Context: an optimization exercise on an open-source flow, tuned for small area, a short achievable clock period and few clock cycles. The choices shown serve that exercise and are no tape-out recipe.
Function was checked by simulation only, so behaviour that the tests miss may differ from the original.

$ cat flow/config.mk
export PLATFORM = sky130hd
export DESIGN_NAME = afu_user
export DESIGN_NICKNAME = afu_user
export VERILOG_FILES = /design/flow/design.v
export SDC_FILE = /design/flow/constraint.sdc
export NUM_CORES = 8
export LEC_CHECK = 0
export CAP_MARGIN = 20
export CORE_MARGIN = 2
export CORE_UTILIZATION = 40
export SLEW_MARGIN = 20
$ cat flow/constraint.sdc
create_clock -name core_clock -period 80.0 [get_ports {clk}]
set_input_delay 16.0000 -clock core_clock [delete_from_list [all_inputs] [get_ports {clk}]]
set_output_delay 16.0000 -clock core_clock [all_outputs]
set_load 0.01 [all_outputs]
$ cat flow/design.v
module afu_user #(ADDR_LMT = 20, MDATA = 14, CACHE_WIDTH = 512) 
(
   input                   clk,                
   input                   reset_n,                  
   output [ADDR_LMT-1:0]   rd_req_addr,           
   output [MDATA-1:0] 	   rd_req_mdata,            
   output reg              rd_req_en,             
   input                   rd_req_almostfull,           
   input                   rd_rsp_valid,       
   input [MDATA-1:0] 	   rd_rsp_mdata,            
   input [CACHE_WIDTH-1:0] rd_rsp_data,           
   output [ADDR_LMT-1:0]    wr_req_addr,           
   output [MDATA-1:0] 	    wr_req_mdata,            
   output [CACHE_WIDTH-1:0] wr_req_data,    
   output reg               wr_req_en,             
   input                    wr_req_almostfull,           
   input                    wr_rsp0_valid,       
   input [MDATA-1:0] 	    wr_rsp0_mdata,            
   input                    wr_rsp1_valid,       
   input [MDATA-1:0] 	    wr_rsp1_mdata,            
   input                    start,                
   output reg               done          
);
   reg addr_cnt_inc;
   reg addr_cnt_clr;
   assign rd_req_mdata = 0;            
   assign wr_req_mdata = 0;            
   reg [31:0] addr_cnt;
   always @ (posedge clk) begin
      if(!reset_n) 
	addr_cnt <= 0;
      else 
        if(addr_cnt_inc) 
          addr_cnt <= addr_cnt + 1;
	else if(addr_cnt_clr)
	  addr_cnt <= 'd0;
   end   
   assign rd_req_addr = addr_cnt;           
   assign wr_req_addr = addr_cnt;           
   wire [31:0] num_clines;
   assign num_clines = 32'd1;
   wire [511:0] w_cacheline_cells;
   reg [511:0] out_result;
   wire w_done;
   reg 	t_start;
   assign wr_req_data = out_result;
   reg [95:0] rd_line;
   wire [31:0] opa = rd_line[95:64];
   wire [31:0] opb = rd_line[63:32];
   wire [32:0] op_sum  = {1'b0, opa} + {1'b0, opb};
   wire [32:0] op_diff = {1'b0, opa} - {1'b0, opb};
   wire [63:0] op_prod = opa * opb;
   wire [31:0] op_quot = (opb == 32'd0) ? 32'hFFFF_FFFF : opa / opb;
   wire [31:0] op_rem  = (opb == 32'd0) ? opa : opa % opb;
   localparam [5:0]
     FSM_IDLE   = 5'd0,
     FSM_RD_REQ = 5'd1,
     FSM_RD_RSP = 5'd2,
     FSM_TEST_1 = 5'd3,
     FSM_TEST_2 = 5'd4,
     FSM_TEST_3 = 5'd5,
     FSM_TEST_4 = 5'd6,
     FSM_TEST_5 = 5'd7,
     FSM_WR_REQ = 5'd8,
     FSM_WR_RSP = 5'd9,
     FSM_DONE   = 5'd10;
   reg [4:0] fsm_cs, fsm_ns; 
   reg [31:0] r_cnt,n_cnt;
   always @ (posedge clk) begin
      if(!reset_n) fsm_cs <= FSM_IDLE;
      else         fsm_cs <= fsm_ns; 
   end
   always@(posedge clk)
     r_cnt <= (!reset_n) ? 'd0 : n_cnt;
   always @ * begin
      fsm_ns = fsm_cs;
      addr_cnt_inc = 1'b0;
      addr_cnt_clr = 1'b0;
      rd_req_en = 1'b0;             
      wr_req_en = 1'b0;             
      done = 1'b0;          
      t_start = 1'b0;
      n_cnt = r_cnt;
      case(fsm_cs)
         FSM_IDLE: begin
            if(start) begin
               fsm_ns = FSM_RD_REQ;
            end
         end
         FSM_RD_REQ: begin
               if(!rd_req_almostfull) begin           
                  rd_req_en = 1'b1;             
                  fsm_ns = FSM_RD_RSP;
               end
         end
         FSM_RD_RSP: 
	   begin
              if(rd_rsp_valid) 
		begin
                     if(rd_rsp_data[31:0] == 32'd1)begin
                               fsm_ns = FSM_TEST_1;
                     end
                     else if(rd_rsp_data[31:0] == 32'd2)begin
                               fsm_ns = FSM_TEST_2;
                     end
                     else if(rd_rsp_data[31:0] == 32'd3)begin
                               fsm_ns = FSM_TEST_3;
                     end
		     else if(rd_rsp_data[31:0] == 32'd4)begin
                               fsm_ns = FSM_TEST_4;
                     end
		     else if(rd_rsp_data[31:0] == 32'd5)begin
                               fsm_ns = FSM_TEST_5;
                     end
		  end
	   end
         FSM_TEST_1:
          begin
              fsm_ns = FSM_WR_REQ;
          end
         FSM_TEST_2:
          begin
              fsm_ns = FSM_WR_REQ;
          end
         FSM_TEST_3:
          begin
              fsm_ns = FSM_WR_REQ;
          end
         FSM_TEST_4:
          begin
              fsm_ns = FSM_WR_REQ;
          end
         FSM_TEST_5:
          begin
              fsm_ns = FSM_WR_REQ;
          end
         FSM_WR_REQ: 
	  begin
             if(!wr_req_almostfull)
              begin
              wr_req_en = 1'b1;     
              fsm_ns = FSM_WR_RSP; 
              end
          end
	FSM_WR_RSP:
	  begin
	     if(wr_rsp0_valid | wr_rsp1_valid)
	       begin
		  fsm_ns = FSM_DONE; 
	       end
	  end
        FSM_DONE: 
	  begin
             done   = 1'b1;      
             fsm_ns = FSM_DONE;  
          end
      endcase
   end
   always @ (posedge clk) begin
      if(fsm_cs == FSM_RD_RSP && rd_rsp_valid)
        rd_line <= rd_rsp_data[95:0];
      case(fsm_cs)
        FSM_TEST_1: out_result <= {479'd0, op_sum};
        FSM_TEST_2: out_result <= {{480{op_diff[32]}}, op_diff[31:0]};
        FSM_TEST_3: out_result <= {448'd0, op_prod};
        FSM_TEST_4: out_result <= {480'd0, op_quot};
        FSM_TEST_5: out_result <= {480'd0, op_rem};
        default: ;
      endcase
   end
endmodule
$ cat flow/run.sh
#!/bin/bash
# synth_recipe.tcl (not shown) runs the flow's synth.tcl, then flattens the netlist and writes it again
# the make line also repeats each setting of config.mk as NAME=value (left out here)
make -C /OpenROAD-flow-scripts/flow DESIGN_CONFIG=/design/flow/config.mk WORK_HOME=/design/flow/orfs CLKGATE_MAP_FILE= SYNTH_SCRIPT=/design/flow/synth_recipe.tcl finish
==> reports/results.txt <==
Synthesized instance count: 9697
Skew-Pair Late Insertion Delay: 620 ps
Num rows: 159
Pre-antenna DRT Iters: 6
Final Worst Setup Slack: 3093 ps
I/O pins: 1145
CP endpoint kind: flip-flop
Die area: 0.1912 mm²
Slowest stage delay, CP: 570 ps
Place WS: 5.301 ps
Warning count from the yosys run: 1
Min Hold Slack: 625.8 ps
Post-synth top area cell: fa_1
Largest net degree at the start of global routing: 172
Final Hold Fails: 0
Register area share after synthesis: 0.05264
Library cells used by synthesis: 115
Final min period: 76910 ps
Register Area: 0.003954 mm²
Final period utilization: 0.9613
Max-Cap Viols: 0
Via count: 78.30k
Commonest cells after routing, fill and taps aside: 1820 x buf_4, 1334 x nand2_1, 1214 x inv_1, 899 x fa_1, 858 x ha_1
Worst Skew: 66.12 ps
Upper clock frequency limit: 13.00 MHz
RSZ-0062 raised after global routing: no
Routability cong.: 1.030
Slowest cell on the critical path: o41ai_1
Finish-stage setup viols: 0
Initial antenna violation count: 10
Critical path type: flip-flop to flip-flop
Relative slew margins: 0.2430
CTS Buffer Depth: 2
Post-synth EDFFs: 129
Design area: 0.09402 mm²
Post-DR vias/cell: 5.663
Final Max Slew Viols: 0
TritonCTS clock tree: done
Asr flop ratio synth: 0
TritonCTS Buffers: 17
Final WL: 332200 µm
FF+latch count, synth: 133
Antenna-violating nets left: 0
Reg2Reg Depth: 333
First-pass GRT wire length: 493000 µm
Worst setup SP type: flip-flop
Clk pin slew, worst setup/hold paths: 70 ps
Worst hold path cell count: 2
CP dominant cell by count: buf_4
Clock Sinks: 133
Core area: 0.1872 mm²
Total gr overflow: 0
Ys flop type: edfxtp_1
Avg Cell Area, Syn: 7.745 µm²
WL per Instance: 24.03 µm
Worst-Margin Slew: 1127 ps
1st-iter DRT viols: 7122
Clk root buf: clkbuf_16
DRC Markers: 0
Die Wd: 437.3 µm
Worst EP required: 80430 ps
Layout Nets: 13.63k
H-Tree Depth: 4
Starting density of the core: 0.4012
Vias in the first global route: 77.37k
Non-Filler Instances: 13.83k
Placed insts: 13.78k
Worst min path class: flip-flop to flip-flop
Synthesized area: 0.07510 mm²
Die height: 437.3 µm
Util after Layout: 0.5022
TNS Setup: 0 ps
Placement Cell Area: 0.09313 mm²
GR Util All Layers: 0.3420
Port buffer count: 618
Top cell type's share of synthesized area: 0.2396
Crit path DAT: 77340 ps
Status: no timing/DRC/antenna violations
Fill count: 18.31k
Layout area overhead: 25.18%
Hold Buf Count CTS: 0
Share of layout cells above drive strength 1: 0.1858
Max FO, Critical Path: 23
Commonest non-fill, non-tap cell in the layout: buf_4
Cell types occupying the most area after synthesis: fa_1 24%, ha_1 14%, nand2_1 6.7%
Area of the multi-input gates: 0.06169 mm²
Dpl hpwl: 265600 µm
layout make-up:
| class | count | area share |
|---|---|---|
| multi-input combinational | 7478 | 0.6561 |
| timing repair buffer | 2449 | 0.2131 |
| inverter | 1233 | 0.04923 |
| sequential | 133 | 0.04205 |
| tap | 2495 | 0.03320 |
| clock buffer | 18 | 0.004565 |
| clock inverter | 14 | 0.001504 |
| antenna | 8 | 0.0002129 |
sequential cells by signal (all words and copies together), names as in the netlist:
register / flops
rd_line: 64
fsm_cs: 4
out_result: 65
worst max-delay path: cells and delay by family, from the launching register on:
family | cells | cell delay (ps)
buffers and inverters | 54 | 10040
multiplexers | 7 | 2490
AND/OR/NAND/NOR | 78 | 14750
adder cells (fa/ha/maj) | 32 | 9490
AO/OA/AOI/OAI | 161 | 38980
flip-flops | 1 | 520
XOR/XNOR | 1 | 180
logic make-up after synthesis:
| logic type | count (synthesis) | synth area share |
|---|---|---|
| AND/OR/NAND/NOR | 3010 | 0.1799 |
| buffers and inverters | 2153 | 0.1338 |
| AO/OA/AOI/OAI | 2151 | 0.1912 |
| adder cells (fa/ha/maj) | 1757 | 0.3826 |
| XOR/XNOR | 395 | 0.04606 |
| flip-flops | 133 | 0.05264 |
| multiplexers | 97 | 0.01381 |
| other | 1 | 0.00004993 |
per-layer routing:
metal | wire length (µm) | up-vias | share of wire | GRT usage
met3 | 32800 | 794 | 0.099 | 0.06680
li1 | - | 35420 | - | -
met2 | 144000 | 3951 | 0.43 | 0.5303
met1 | 134800 | 38130 | 0.41 | 0.4490
met4 | 20610 | 6 | 0.062 | 0.1815
met5 | 33 | - | 0.000099 | 0
path summary, 6_finish.rpt:
| check | start | endpoint | slack (ps) |
|---|---|---|---|
| setup / recovery | rd_line[32] | out_result[26] | 3090 |
| hold / removal | fsm_cs[2] | fsm_cs[2] | 630 |
| setup reg to reg | rd_line[32] | out_result[26] | 3090 |
| hold reg to reg | fsm_cs[2] | fsm_cs[2] | 630 |
Yosys cell counts, types with 129 or more instances:
cell type  number
nand2_1      1334
inv_1        1219
fa_1          899
ha_1          858
nor2_1        707
a21oi_1       516
buf_4         515
o21ai_0       392
clkbuf_1      333
xnor2_1       243
a21o_1        231
nor3_1        206
o21a_1        179
xor2_1        152
nand3_1       137
edfxtp_1      129
what timing repair did:
| action | in CTS | in global routing |
|---|---|---|
| buffers inserted | 0 | 5 |
| pin swaps | 0 | 1 |
| endpoints found under the setup margin | 24 | 32 |
| hold endpoints to repair | 0 | 0 |
| gates resized for setup | 5 | 51 |
Testbench counts, summed over its fixed seeds: cycles 4,788.

-- afterwards: timing with drivers on the ports --
No port has a modelled driver above. Below, the same layout with a new extraction and two added sets of constraints. Step 1: set_driving_cell puts a clkbuf_16 on clk and a buf_2 on each other input, an assumption about the parent block. Step 2 moves the port delays by t, midway between the first and last clock arrival at a register: inputs arrive t later, outputs are due t later. That takes back most of the time a late clock gives input paths. Slacks: ideal ports / drivers / drivers and shift; pairs: ideal ports / drivers.
t (ns): 0.662
setup slack, ns: 3.093 / 3.093 / 3.093
worst setup path at the end: register to register
clock arrival spread, ns: 0.066 / 0.066
After both steps setup and hold are still met in this run. For this run, drivers alone change the setup slack by 0.000 ns; drivers and shift together by 0.000 ns.
